This is an optimization exercise on Yosys and OpenROAD, whose aim is small area, a short achievable clock period and few clock cycles, not a production implementation. The RTL was checked by simulation tests, not by an equivalence proof against the original design.

==> flow/design.v (excerpt) <==
module cordic(i_clk, i_rst, i_en, o_vld, o_cosine, o_sine, i_theta);
    input i_clk;
    input i_rst;
    input i_en;
    input signed [23:0] i_theta;
    output signed [23:0] o_cosine;
    output signed [23:0] o_sine;
    output o_vld;
    localparam W = 19;
    localparam R = 21;
    reg signed [W-1:0] x, y, q;
    reg signed [R-1:0] p;        
    reg [1:0]          mode;     
    reg [5:0]          cnt;      
    reg                busy;
    reg                rot;      
    reg                lst;      
    reg                rwx;      
    reg                rwyn;     
    reg                dbl;      
    reg [3:0]          shx;      
    reg [3:0]          shyn;     
    reg                ix, iy;   
    reg                cxr, cyr; 
    reg                ip;       
    reg                m1;       
    reg                vld;
    assign o_vld = vld;
    assign o_cosine = {{6{y[W-1]}}, y[W-1:1]};
    assign o_sine   = {{6{x[W-1]}}, x[W-1:1]};
    wire [4:0] ai = cnt[5:1];
    wire [16:0] ang =
        ai == 5'd0  ? (dbl ? 17'h1921e : 17'h0) :
        ai == 5'd1  ? 17'h76b1 :
        ai == 5'd2  ? 17'h3eb6 :
        ai == 5'd3  ? 17'h1fd5 :
        ai == 5'd4  ? 17'h0ffa :
        ai == 5'd5  ? 17'h07ff :
        ai == 5'd6  ? 17'h03ff :
        ai == 5'd7  ? 17'h01ff :
        ai == 5'd8  ? 17'h00ff :
        ai == 5'd9  ? 17'h007f :
        ai == 5'd10 ? 17'h003f :
        ai == 5'd11 ? 17'h001f :
        ai == 5'd12 ? 17'h0010 :
        ai == 5'd13 ? 17'h0008 :
        ai == 5'd14 ? 17'h0004 : 17'h0000;
    wire signed [W-1:0] ax = rwx ? x : q;
    wire signed [W-1:0] ay = rwyn ? p[W-1:0] : y;
    wire signed [W-1:0] sx = y >>> shx;
    wire signed [W-1:0] sy = x >>> (~shyn);
    wire cx = cxr | (m1 & ~|y[1:0]);
    wire cy = cyr | (m1 & ~|x[1:0]);
    wire [W:0]  xs1 = {ax, cx} + {ix ? ~sx : sx, cx};
    wire [W:0]  ys1 = {ay, cy} + {iy ? ~sy : sy, cy};
    wire [R:0]  ps1 = {p, ip} + {ip ? ~{4'd0, ang} : {4'd0, ang}, ip};
    wire signed [W-1:0] xa = xs1[W:1];
    wire signed [W-1:0] ya = ys1[W:1];
    wire signed [R-1:0] pa = ps1[R:1];
  ...
Size in the first run: about 1,200 cells after synthesis, roughly 110 flip-flops, roughly 76 I/O pins, about 9900 µm² of cells after synthesis.
clock: 10.0 ns
lec_check: 0
cap_margin: 20
core_margin: 2
core_utilization: 40
setup_slack_margin: 5
slew_margin: 20
standard.sh (not shown) runs the stock make flow with config.mk's settings and CLKGATE_MAP_FILE= SYNTH_SCRIPT=/design/flow/synth_recipe.tcl, a recipe that flattens the netlist after the stock synthesis.
==> flow/flow/run.sh <==
#!/bin/bash
# The standard layout (the standard.sh), except that the port buffers
# buffer_ports inserts are buf_1 cells instead of the larger delay buffers it
# picks by default (every port still gets one), and repair_timing aims at a
# setup slack margin of 5 ns.
set -euo pipefail
export BUFFER_PORTS_ARGS="-buffer_cell sky130_fd_sc_hd__buf_1"
bash standard.sh SETUP_SLACK_MARGIN=5 finish > standard_flow.log 2>&1
The baseline finished clean.
Testbench counts at the start, summed over its fixed seeds: cycles 73,736.
Edit:
==> flow/flow/run.sh (replaced) <==
#!/bin/bash
# The standard layout (the standard.sh), except that the port buffers
# buffer_ports inserts are buf_1 cells instead of the larger delay buffers it
# picks by default (every port still gets one), and repair_timing aims at a
# setup slack margin of 6.4 ns.
set -euo pipefail
export BUFFER_PORTS_ARGS="-buffer_cell sky130_fd_sc_hd__buf_1"
bash standard.sh SETUP_SLACK_MARGIN=6.4 finish > standard_flow.log 2>&1
- wire length rose by 9.4%
- synthesized cell count does not change
- area after synthesis is unchanged
- via count rose by 5.8%
- setup slack improved by 960 ps
- utilization rose by 6.2 points
- critical path depth is unchanged
- global-route usage rose by 1.6 points
- die area does not change
- cell area rose by 15%
Edit:
==> flow/run.sh (new file) <==
#!/bin/bash
# synth_recipe.tcl (not shown) runs the flow's synth.tcl, then flattens the netlist and writes it again
# the make line also repeats each setting of config.mk as NAME=value (left out here)
make -C /OpenROAD-flow-scripts/flow DESIGN_CONFIG=/design/flow/config.mk WORK_HOME=/design/flow/orfs CLKGATE_MAP_FILE= SYNTH_SCRIPT=/design/flow/synth_recipe.tcl finish
removed: flow/flow/run.sh
removed: flow/standard.sh
Outcome: Via count shrinks by 4.6%; wire length shrinks by 7.3%; synthesized area does not change; worst setup slack got worse by 890 ps; hold slack got worse by 12 ps; utilization shrinks by 4.4 points; clock skew stays flat; clock-buffer cell count shrinks by 1.
Edit:
==> flow/flow/run.sh (new file) <==
#!/bin/bash
# The standard layout (the standard.sh), except that the port buffers
# buffer_ports inserts are buf_1 cells instead of the larger delay buffers it
# picks by default (every port still gets one), and repair_timing aims at a
# setup slack margin of 5.7 ns.
set -euo pipefail
export BUFFER_PORTS_ARGS="-buffer_cell sky130_fd_sc_hd__buf_1"
bash standard.sh SETUP_SLACK_MARGIN=5.7 finish > standard_flow.log 2>&1
==> flow/standard.sh (new file) <==
#!/bin/bash
# synth_recipe.tcl (not shown) runs the flow's synth.tcl, then flattens the netlist and writes it again
# the make line also repeats each setting of config.mk as NAME=value (left out here)
make -C /OpenROAD-flow-scripts/flow DESIGN_CONFIG=/design/flow/config.mk WORK_HOME=/design/flow/orfs CLKGATE_MAP_FILE= SYNTH_SCRIPT=/design/flow/synth_recipe.tcl "${@:-finish}"
removed: flow/run.sh
Result:
- The changed run went through all stages and came out clean
- core utilization drops by 1.5 points
- design area falls by a few percent
- count of clock-buffer cells in the layout came out lower by 1
- via count stays flat
- non-clock buffer count goes up by 3
- synthesized cell count is unchanged
Edit:
==> flow/flow/run.sh (replaced) <==
#!/bin/bash
# The standard layout (the standard.sh), except that the port buffers
# buffer_ports inserts are buf_1 cells instead of the larger delay buffers it
# picks by default (every port still gets one), and repair_timing aims at a
# setup slack margin of 6.0 ns.
set -euo pipefail
export BUFFER_PORTS_ARGS="-buffer_cell sky130_fd_sc_hd__buf_1"
bash standard.sh SETUP_SLACK_MARGIN=6.0 finish > standard_flow.log 2>&1
What happened:
- die area stays the same
- final cell count grows by 2.0%
- final area is higher by 4.1%
- global-route usage climbs by 0.31 points


willow:
Another version of the RTL of cordic (not shown whole).
Size: ~1,400 cells after synthesis, about 100 flip-flops, about 76 I/O pins, ~0.0094 mm² of cells after synthesis.
==> flow/design.v (excerpt) <==
module cordic(i_clk, i_rst, i_en, o_vld, o_cosine, o_sine, i_theta);
export LEC_CHECK = 0
export ABC_AREA = 1
export CAP_MARGIN = 20
export CORE_MARGIN = 2
export CORE_UTILIZATION = 40
export SETUP_SLACK_MARGIN = 5
export SLEW_MARGIN = 20
create_clock -name core_clock -period 10.0 [get_ports {i_clk}]
==> flow/flow/run.sh <==
#!/bin/bash
# The standard layout (the standard.sh), except that the port buffers
# buffer_ports inserts are buf_1 cells instead of the larger delay buffers it
# picks by default (every port still gets one), and repair_timing aims at a
# setup slack margin of 6.0 ns.
set -euo pipefail
export BUFFER_PORTS_ARGS="-buffer_cell sky130_fd_sc_hd__buf_1"
bash standard.sh SETUP_SLACK_MARGIN=6.0 finish > standard_flow.log 2>&1
willow completed every stage of the flow, and the final layout passed the timing, design-rule and antenna checks.
Testbench counts of willow, summed over its fixed seeds: cycles 73,736.
Setup changes, willow to juniper
Settings: setting TNS_END_PERCENT to 0 for the first time.
==> flow/flow/run.sh <==
#!/bin/bash
# The standard layout (the standard.sh), except that the port buffers
# buffer_ports inserts are buf_1 cells instead of the larger delay buffers it
# picks by default (every port still gets one), and repair_timing aims at a
# setup slack margin of 6.8 ns.
set -euo pipefail
export BUFFER_PORTS_ARGS="-buffer_cell sky130_fd_sc_hd__buf_1"
bash standard.sh SETUP_SLACK_MARGIN=6.8 finish > standard_flow.log 2>&1
--- outcome ---
The transition at the pin with the smallest max-transition slack in juniper sits 190 ps below the value recorded for willow. Shortest clock period the worst path allows after layout for juniper: 380 ps down relative to willow. Post-route clock period utilization (lower): juniper. Compared with willow, juniper shows a non-clock inverter count in the final layout that is 1 lower. Compared with willow, juniper shows routed wire length that has gone up by a little under 10%.
Changes in violet relative to juniper:
Settings: a deleted TNS_END_PERCENT that had been 0.
==> flow/flow/run.sh <==
#!/bin/bash
# The standard layout (the standard.sh), except that the port buffers
# buffer_ports inserts are buf_1 cells instead of the larger delay buffers it
# picks by default (every port still gets one), and repair_timing aims at a
# setup slack margin of 7.1 ns.
set -euo pipefail
export BUFFER_PORTS_ARGS="-buffer_cell sky130_fd_sc_hd__buf_1"
bash standard.sh SETUP_SLACK_MARGIN=7.1 finish > standard_flow.log 2>&1
Results
- Per the final summary, violet finished and its layout is clean on timing, DRC and antenna.
- In the flow results for juniper and violet, the share of the cycle needed by the critical path after routing is larger on juniper.
- The final wirelength reported for violet is greater than that of juniper by about 13%.
- violet against juniper: hold slack closely matched the old numbers; cell area increased by 22% relative to the old numbers; detailed router's first-iteration violation count increased by about 47% relative to the old numbers.
The following lists how lagoon was set up differently from violet:
Settings: a deleted ABC_AREA that had been 1.
==> flow/flow/run.sh <==
#!/bin/bash
# The standard layout (the standard.sh), except that the port buffers
# buffer_ports inserts are buf_1 cells instead of the larger delay buffers it
# picks by default (every port still gets one), and repair_timing aims at a
# setup slack margin of 6.0 ns.
set -euo pipefail
export BUFFER_PORTS_ARGS="-buffer_cell sky130_fd_sc_hd__buf_1"
bash standard.sh SETUP_SLACK_MARGIN=6.0 finish > standard_flow.log 2>&1
--- outcome ---
Of lagoon and violet, the lower synthesized cell count belongs to lagoon.
Well tap count sits lower in lagoon than in violet.
Going from violet to lagoon, number of nets in the layout shrank by more than a quarter.
The average routed wire per standard cell of violet and that of lagoon are within noise of each other.
Re final hold violation count: no difference whatsoever between violet and lagoon.
Worst-skew pair later-pin latency of lagoon is on par with violet.

-- what the ideal ports hide --
In the flow no input, the clock included, has a driving cell. The finished layouts below were timed again as built, in two steps. Step 1 sets driving cells, clkbuf_16 on the clock port and buf_2 on the other inputs (assumed; they add their load-dependent delay and slew). Step 2 moves the port delays by t, midway between the first and last clock arrival at a register: inputs arrive t later, outputs are due t later. That takes back most of the time a late clock gives input paths. Three values: ideal ports, drivers, drivers and shift; two values: the first two.
run | t (ns) | slack for setup (ns) | hold slack, ns | worst data-port slew with drivers (ns)
the first run of note 1 | 0.408 | 5.265 / 5.265 / 5.265 | 0.462 / 0.462 / 0.462 | 0.04
the second run of note 1 | 0.404 | 6.228 / 6.228 / 5.889 | 0.477 / 0.477 / 0.477 | 0.06
the third run of note 1 | 0.411 | 5.334 / 5.334 / 5.334 | 0.465 / 0.465 / 0.465 | 0.04
the fourth run of note 1 | 0.407 | 5.829 / 5.829 / 5.628 | 0.462 / 0.462 / 0.462 | 0.04
the fifth run of note 1 | 0.409 | 5.995 / 5.995 / 5.693 | 0.461 / 0.461 / 0.461 | 0.04
willow | 0.396 | 6.288 / 6.288 / 5.915 | 0.445 / 0.445 / 0.445 | 0.03
juniper | 0.404 | 6.673 / 6.673 / 6.286 | 0.440 / 0.440 / 0.440 | 0.05
violet | 0.400 | 6.737 / 6.737 / 6.421 | 0.442 / 0.442 / 0.442 | 0.05
lagoon | 0.407 | 6.043 / 6.043 / 6.043 | 0.456 / 0.456 / 0.456 | 0.05
After both steps setup and hold are still met in every run listed. For juniper, which loses most, drivers alone change the setup slack by 0.000 ns; drivers and shift together by -0.387 ns.
